This is an optimization exercise on Yosys and OpenROAD, whose aim is small area, a short achievable clock period and few clock cycles, not a production implementation. Where RTL was checked, it was by simulation tests only, not by an equivalence proof against the original. Power figures rest on the tool's default switching activity, not on a simulated workload.

==> flow/design.v <==
module tinyalu (
    input  wire  [7:0] A,
    input  wire  [7:0] B,
    input  wire        clk,
    input  wire  [2:0] op,
    input  wire        reset_n,
    input  wire        start,
    output wire        done,
    output wire [15:0] result
);
  reg [15:0] acc;
  reg        busy;     
  reg [2:0]  rem;      
  reg        done_r;
  wire idle = ~busy;
  wire two  = (rem[2] | rem[1]) & ~acc[1];
  wire [2:0] rem_next = rem - {1'b0, two, ~two};
  wire [7:0] x = idle ? B : acc[15:8];
  wire [7:0] y = A & {8{idle | acc[0]}};
  wire [7:0] p = x ^ y;
  wire [7:0] g = x & y;
  wire [7:0] g1 = {g[7] | (p[7] & g[6]), g[6], g[5] | (p[5] & g[4]), g[4],
                   g[3] | (p[3] & g[2]), g[2], g[1] | (p[1] & g[0]), g[0]};
  wire [7:0] p1 = {p[7] & p[6], p[6], p[5] & p[4], p[4],
                   p[3] & p[2], p[2], p[1] & p[0], p[0]};
  wire [7:0] g2 = {g1[7:6] | (p1[7:6] & {2{g1[5]}}), g1[5:4],
                   g1[3:2] | (p1[3:2] & {2{g1[1]}}), g1[1:0]};
  wire [7:0] p2 = {p1[7:6] & {2{p1[5]}}, p1[5:4],
                   p1[3:2] & {2{p1[1]}}, p1[1:0]};
  wire [7:0] g3 = {g2[7:4] | (p2[7:4] & {4{g2[3]}}), g2[3:0]};
  wire [8:0] c  = {g3, 1'b0};
  wire [8:0] s = {c[8], p ^ c[7:0]};
  always @(posedge clk) begin
    if (!idle)
      acc <= two ? {1'b0, s, acc[7:2]} : {s, acc[7:1]};
    else if (op[2])
      acc <= {1'b0, A & {8{B[0]}}, B[7:1]};
    else if (!op[1])
      acc <= {7'h00, s};
    else if (op[0])
      acc <= {8'h00, p};
    else
      acc <= {8'h00, g};
  end
  always @(posedge clk) begin
    rem <= busy ? rem_next : 3'd7;
  end
  always @(posedge clk or negedge reset_n) begin
    if (!reset_n) begin
      busy   <= 1'b0;
      done_r <= 1'b0;
    end else if (busy) begin
      busy   <= (rem_next != 3'd0);
      done_r <= (rem_next == 3'd0);
    end else begin
      busy   <= start && op[2] && !done_r;
      done_r <= start && !op[2] && (op[1:0] != 2'b00) && !done_r;
    end
  end
  assign done   = done_r;
  assign result = acc;
endmodule
Settings: LEC_CHECK=0, ABC_AREA=1, CAP_MARGIN=20, CORE_AREA=2 2 62 62, CTS_BUF_LIST=sky130_fd_sc_hd__clkbuf_8, DIE_AREA=0 0 64 64, PLACE_DENSITY=0.8, SETUP_SLACK_MARGIN=2.7, SLEW_MARGIN=20; clock period 5.0 ns.
standard.sh (not shown) runs the stock make flow with config.mk's settings and CLKGATE_MAP_FILE= SYNTH_SCRIPT=/design/flow/synth_recipe.tcl, a recipe that flattens the netlist after the stock synthesis.
==> flow/flow/run.sh <==
#!/bin/bash
# Layout flow: the standard ORFS flow (standard.sh, which runs the
# standard synthesis script) with two changes:
#  - the ports get plain buf_1 buffers instead of the delay cells that
#    buffer_ports picks by default;
#  - the half/full adder cells are added to the platform's don't-use list,
#    so that ABC maps the adders as ordinary gates.
# ORFS's own logs go to orfs/logs/; make's output goes to run_standard.log.
set -euo pipefail
export BUFFER_PORTS_ARGS="-buffer_cell sky130_fd_sc_hd__buf_1"
PLATFORM_DONT_USE="sky130_fd_sc_hd__probe_p_8 sky130_fd_sc_hd__probec_p_8 sky130_fd_sc_hd__lpflow_bleeder_1 sky130_fd_sc_hd__lpflow_clkbufkapwr_1 sky130_fd_sc_hd__lpflow_clkbufkapwr_16 sky130_fd_sc_hd__lpflow_clkbufkapwr_2 sky130_fd_sc_hd__lpflow_clkbufkapwr_4 sky130_fd_sc_hd__lpflow_clkbufkapwr_8 sky130_fd_sc_hd__lpflow_clkinvkapwr_1 sky130_fd_sc_hd__lpflow_clkinvkapwr_16 sky130_fd_sc_hd__lpflow_clkinvkapwr_2 sky130_fd_sc_hd__lpflow_clkinvkapwr_4 sky130_fd_sc_hd__lpflow_clkinvkapwr_8 sky130_fd_sc_hd__lpflow_decapkapwr_12 sky130_fd_sc_hd__lpflow_decapkapwr_3 sky130_fd_sc_hd__lpflow_decapkapwr_4 sky130_fd_sc_hd__lpflow_decapkapwr_6 sky130_fd_sc_hd__lpflow_decapkapwr_8 sky130_fd_sc_hd__lpflow_inputiso0n_1 sky130_fd_sc_hd__lpflow_inputiso0p_1 sky130_fd_sc_hd__lpflow_inputiso1n_1 sky130_fd_sc_hd__lpflow_inputiso1p_1 sky130_fd_sc_hd__lpflow_inputisolatch_1 sky130_fd_sc_hd__lpflow_isobufsrc_1 sky130_fd_sc_hd__lpflow_isobufsrc_16 sky130_fd_sc_hd__lpflow_isobufsrc_2 sky130_fd_sc_hd__lpflow_isobufsrc_4 sky130_fd_sc_hd__lpflow_isobufsrc_8 sky130_fd_sc_hd__lpflow_isobufsrckapwr_16 sky130_fd_sc_hd__lpflow_lsbuf_lh_hl_isowell_tap_1 sky130_fd_sc_hd__lpflow_lsbuf_lh_hl_isowell_tap_2 sky130_fd_sc_hd__lpflow_lsbuf_lh_hl_isowell_tap_4 sky130_fd_sc_hd__lpflow_lsbuf_lh_isowell_4 sky130_fd_sc_hd__lpflow_lsbuf_lh_isowell_tap_1 sky130_fd_sc_hd__lpflow_lsbuf_lh_isowell_tap_2 sky130_fd_sc_hd__lpflow_lsbuf_lh_isowell_tap_4 "
ADDERS="sky130_fd_sc_hd__ha_1 sky130_fd_sc_hd__ha_2 sky130_fd_sc_hd__ha_4 sky130_fd_sc_hd__fa_1 sky130_fd_sc_hd__fa_2 sky130_fd_sc_hd__fa_4"
bash standard.sh "DONT_USE_CELLS=$PLATFORM_DONT_USE $ADDERS" finish > run_standard.log 2>&1
The first run finished with timing, DRC and antenna clean.
Testbench counts at the start, summed over its fixed seeds: cycles 38,683.
Change:
--- a/flow/design.v
+++ b/flow/design.v
@@ -7,17 +7,15 @@
     input  wire        start,
     output wire        done,
     output wire [15:0] result
 );
   reg [15:0] acc;
   reg        busy;     
-  reg [2:0]  rem;      
+  reg [2:0]  cnt;      
   reg        done_r;
   wire idle = ~busy;
-  wire two  = (rem[2] | rem[1]) & ~acc[1];
-  wire [2:0] rem_next = rem - {1'b0, two, ~two};
   wire [7:0] x = idle ? B : acc[15:8];
   wire [7:0] y = A & {8{idle | acc[0]}};
   wire [7:0] p = x ^ y;
   wire [7:0] g = x & y;
   wire [7:0] g1 = {g[7] | (p[7] & g[6]), g[6], g[5] | (p[5] & g[4]), g[4],
                    g[3] | (p[3] & g[2]), g[2], g[1] | (p[1] & g[0]), g[0]};
@@ -29,32 +27,32 @@
                    p1[3:2] & {2{p1[1]}}, p1[1:0]};
   wire [7:0] g3 = {g2[7:4] | (p2[7:4] & {4{g2[3]}}), g2[3:0]};
   wire [8:0] c  = {g3, 1'b0};
   wire [8:0] s = {c[8], p ^ c[7:0]};
   always @(posedge clk) begin
     if (!idle)
-      acc <= two ? {1'b0, s, acc[7:2]} : {s, acc[7:1]};
+      acc <= {s, acc[7:1]};
     else if (op[2])
       acc <= {1'b0, A & {8{B[0]}}, B[7:1]};
     else if (!op[1])
       acc <= {7'h00, s};
     else if (op[0])
       acc <= {8'h00, p};
     else
       acc <= {8'h00, g};
   end
   always @(posedge clk) begin
-    rem <= busy ? rem_next : 3'd7;
+    cnt <= busy ? cnt - 3'd1 : 3'd6;
   end
   always @(posedge clk or negedge reset_n) begin
     if (!reset_n) begin
       busy   <= 1'b0;
       done_r <= 1'b0;
     end else if (busy) begin
-      busy   <= (rem_next != 3'd0);
-      done_r <= (rem_next == 3'd0);
+      busy   <= (cnt != 3'd0);
+      done_r <= (cnt == 3'd0);
     end else begin
       busy   <= start && op[2] && !done_r;
       done_r <= start && !op[2] && (op[1:0] != 2'b00) && !done_r;
     end
   end
   assign done   = done_r;
- The new run finished clean
- sequential power came out lower by 8.5%
- design area came out lower by 8.0%
- first-iteration DRC count came out lower by 18%
- via count came out lower by 15%
- final cell count came out lower by 11%
- count of clock-buffer cells in the layout is unchanged
- global-route usage came out lower by 2.9 points
- critical path depth came out higher by 5
- hold slack degrades by 57 ps
- sequential cell count stays the same
- worst setup slack improves by 56 ps
- utilization came out lower by 4.4 points
Testbench counts after the change, summed over its fixed seeds: cycles 44,915.

========
Another version of the RTL of tinyalu (not shown whole).
Size: roughly 200 cells after synthesis, roughly 0.0017 mm2 of cells after synthesis.
==> module tinyalu, before the edit <==
module tinyalu (
    input  wire  [7:0] A,
    input  wire  [7:0] B,
    input  wire        clk,
    input  wire  [2:0] op,
    input  wire        reset_n,
    input  wire        start,
    output wire        done,
    output wire [15:0] result
);
  reg [15:0] acc;
  reg [1:0]  cnt;      
  reg        done_r;
  wire idle = (cnt == 2'd0);
  wire [7:0] h  = idle ? (op[2] ? 8'h00 : B) : acc[15:8];
  wire [1:0] mb = idle ? (op[2] ? B[1:0] : 2'b01) : acc[1:0];
  wire [9:0] s  = {2'b00, h} + {2'b00, A & {8{mb[0]}}} + {1'b0, A & {8{mb[1]}}, 1'b0};
  wire [5:0] lo = idle ? B[7:2] : acc[7:2];
  always @(posedge clk) begin
    if (!idle || op[2])
      acc <= {s, lo};
    else if (!op[1])
      acc <= {7'h00, s[8:0]};
    else if (op[0])
      acc <= {8'h00, A ^ B};
    else
      acc <= {8'h00, A & B};
  end
  always @(posedge clk or negedge reset_n) begin
    if (!reset_n) begin
      cnt    <= 2'd0;
      done_r <= 1'b0;
    end else if (!idle) begin
      cnt    <= cnt - 2'd1;
      done_r <= (cnt == 2'd1);
    end else begin
      cnt    <= (start && op[2] && !done_r) ? 2'd3 : 2'd0;
      done_r <= start && !op[2] && (op[1:0] != 2'b00) && !done_r;
    end
  end
  assign done   = done_r;
  assign result = acc;
endmodule
make LEC_CHECK=0 CAP_MARGIN=20 CORE_MARGIN=2 CORE_UTILIZATION=40 PLACE_DENSITY=0.6 SETUP_SLACK_MARGIN=2.5 SLEW_MARGIN=20 finish   # period 5.0 ns
run.sh (not shown) runs the stock make flow with config.mk's settings and CLKGATE_MAP_FILE= SYNTH_SCRIPT=/design/flow/synth_recipe.tcl, a recipe that flattens the netlist after the stock synthesis.
Stock flow here: none of the scripts above is used.
The baseline completed with no timing, DRC or antenna violations.
Change:
==> flow/design.v (replaced) <==
module tinyalu (
    input  wire  [7:0] A,
    input  wire  [7:0] B,
    input  wire        clk,
    input  wire  [2:0] op,
    input  wire        reset_n,
    input  wire        start,
    output wire        done,
    output wire [15:0] result
);
  reg [15:0] acc;
  reg [2:0]  cnt;      
  reg        done_r;
  wire idle = (cnt == 3'd0);
  wire [7:0] x = !idle ? acc[15:8] :
                 op[2] ? {1'b0, A[7:1] & {7{B[0]}}} : B;
  wire       m = !idle ? acc[0] : (op[2] ? B[1] : 1'b1);
  wire [8:0] s = {1'b0, x} + {1'b0, A & {8{m}}};
  always @(posedge clk) begin
    if (!idle)
      acc <= {s, acc[7:1]};
    else if (op[2])
      acc <= {s, A[0] & B[0], B[7:2]};
    else if (!op[1])
      acc <= {7'h00, s};
    else if (op[0])
      acc <= {8'h00, A ^ B};
    else
      acc <= {8'h00, A & B};
  end
  always @(posedge clk or negedge reset_n) begin
    if (!reset_n) begin
      cnt    <= 3'd0;
      done_r <= 1'b0;
    end else if (!idle) begin
      cnt    <= cnt - 3'd1;
      done_r <= (cnt == 3'd1);
    end else begin
      cnt    <= (start && op[2] && !done_r) ? 3'd6 : 3'd0;
      done_r <= start && !op[2] && (op[1:0] != 2'b00) && !done_r;
    end
  end
  assign done   = done_r;
  assign result = acc;
endmodule
Result:
- total power is lower by 30%
- non-clock buffer count went up by 1
- worst setup slack improves by 660 ps
- sequential cell count grows by 1
- clock power fell by about 4%
- sequential power climbs by 9.3%
- cell area shrinks by 9.9%
- via count falls by 0.70%
- sequential share of layout area climbs by 2.7 points
- final cell count shrinks by 3.2%
- synthesized cell count went down by 5.4%
Function was not checked in any run of this note: the RTL went through the layout flow alone.

static timing again, ports no longer ideal:
How much do the figures lean on ideal ports? The routed layouts below were timed once more, with nothing changed but the port constraints.
Step 1 sets driving cells, clkbuf_16 on the clock port and buf_2 on the other inputs (assumed; they add their load-dependent delay and slew).
Step 2 times the ports against the registers' clock, not the clock port: input delays grow and output delays shrink by t, the midpoint of the rising clock arrivals with the driver on.
Slacks: no drivers / after step 1 / after step 2; pairs: no drivers / after step 1.
run	t (ns)	setup WS [ns]	slew at the worst register clock pin (ns)	worst slew at a driven data input, ns	cell pins on the clock port's net
the first run of note 1	0.293	2.770 / 2.772 / 2.479	0.09 / 0.09	0.03	1
the second run of note 1	0.286	2.826 / 2.826 / 2.561	0.08 / 0.08	0.03	1
the first run of note 2	0.287	1.602 / 1.574 / 1.287	0.08 / 0.08	0.05	1
the second run of note 2	0.289	2.262 / 2.241 / 1.951	0.08 / 0.08	0.06	1
After both steps every run listed still meets setup and hold. For the first run of note 2, which loses most, drivers alone change the setup slack by -0.028 ns; drivers and shift together by -0.315 ns.
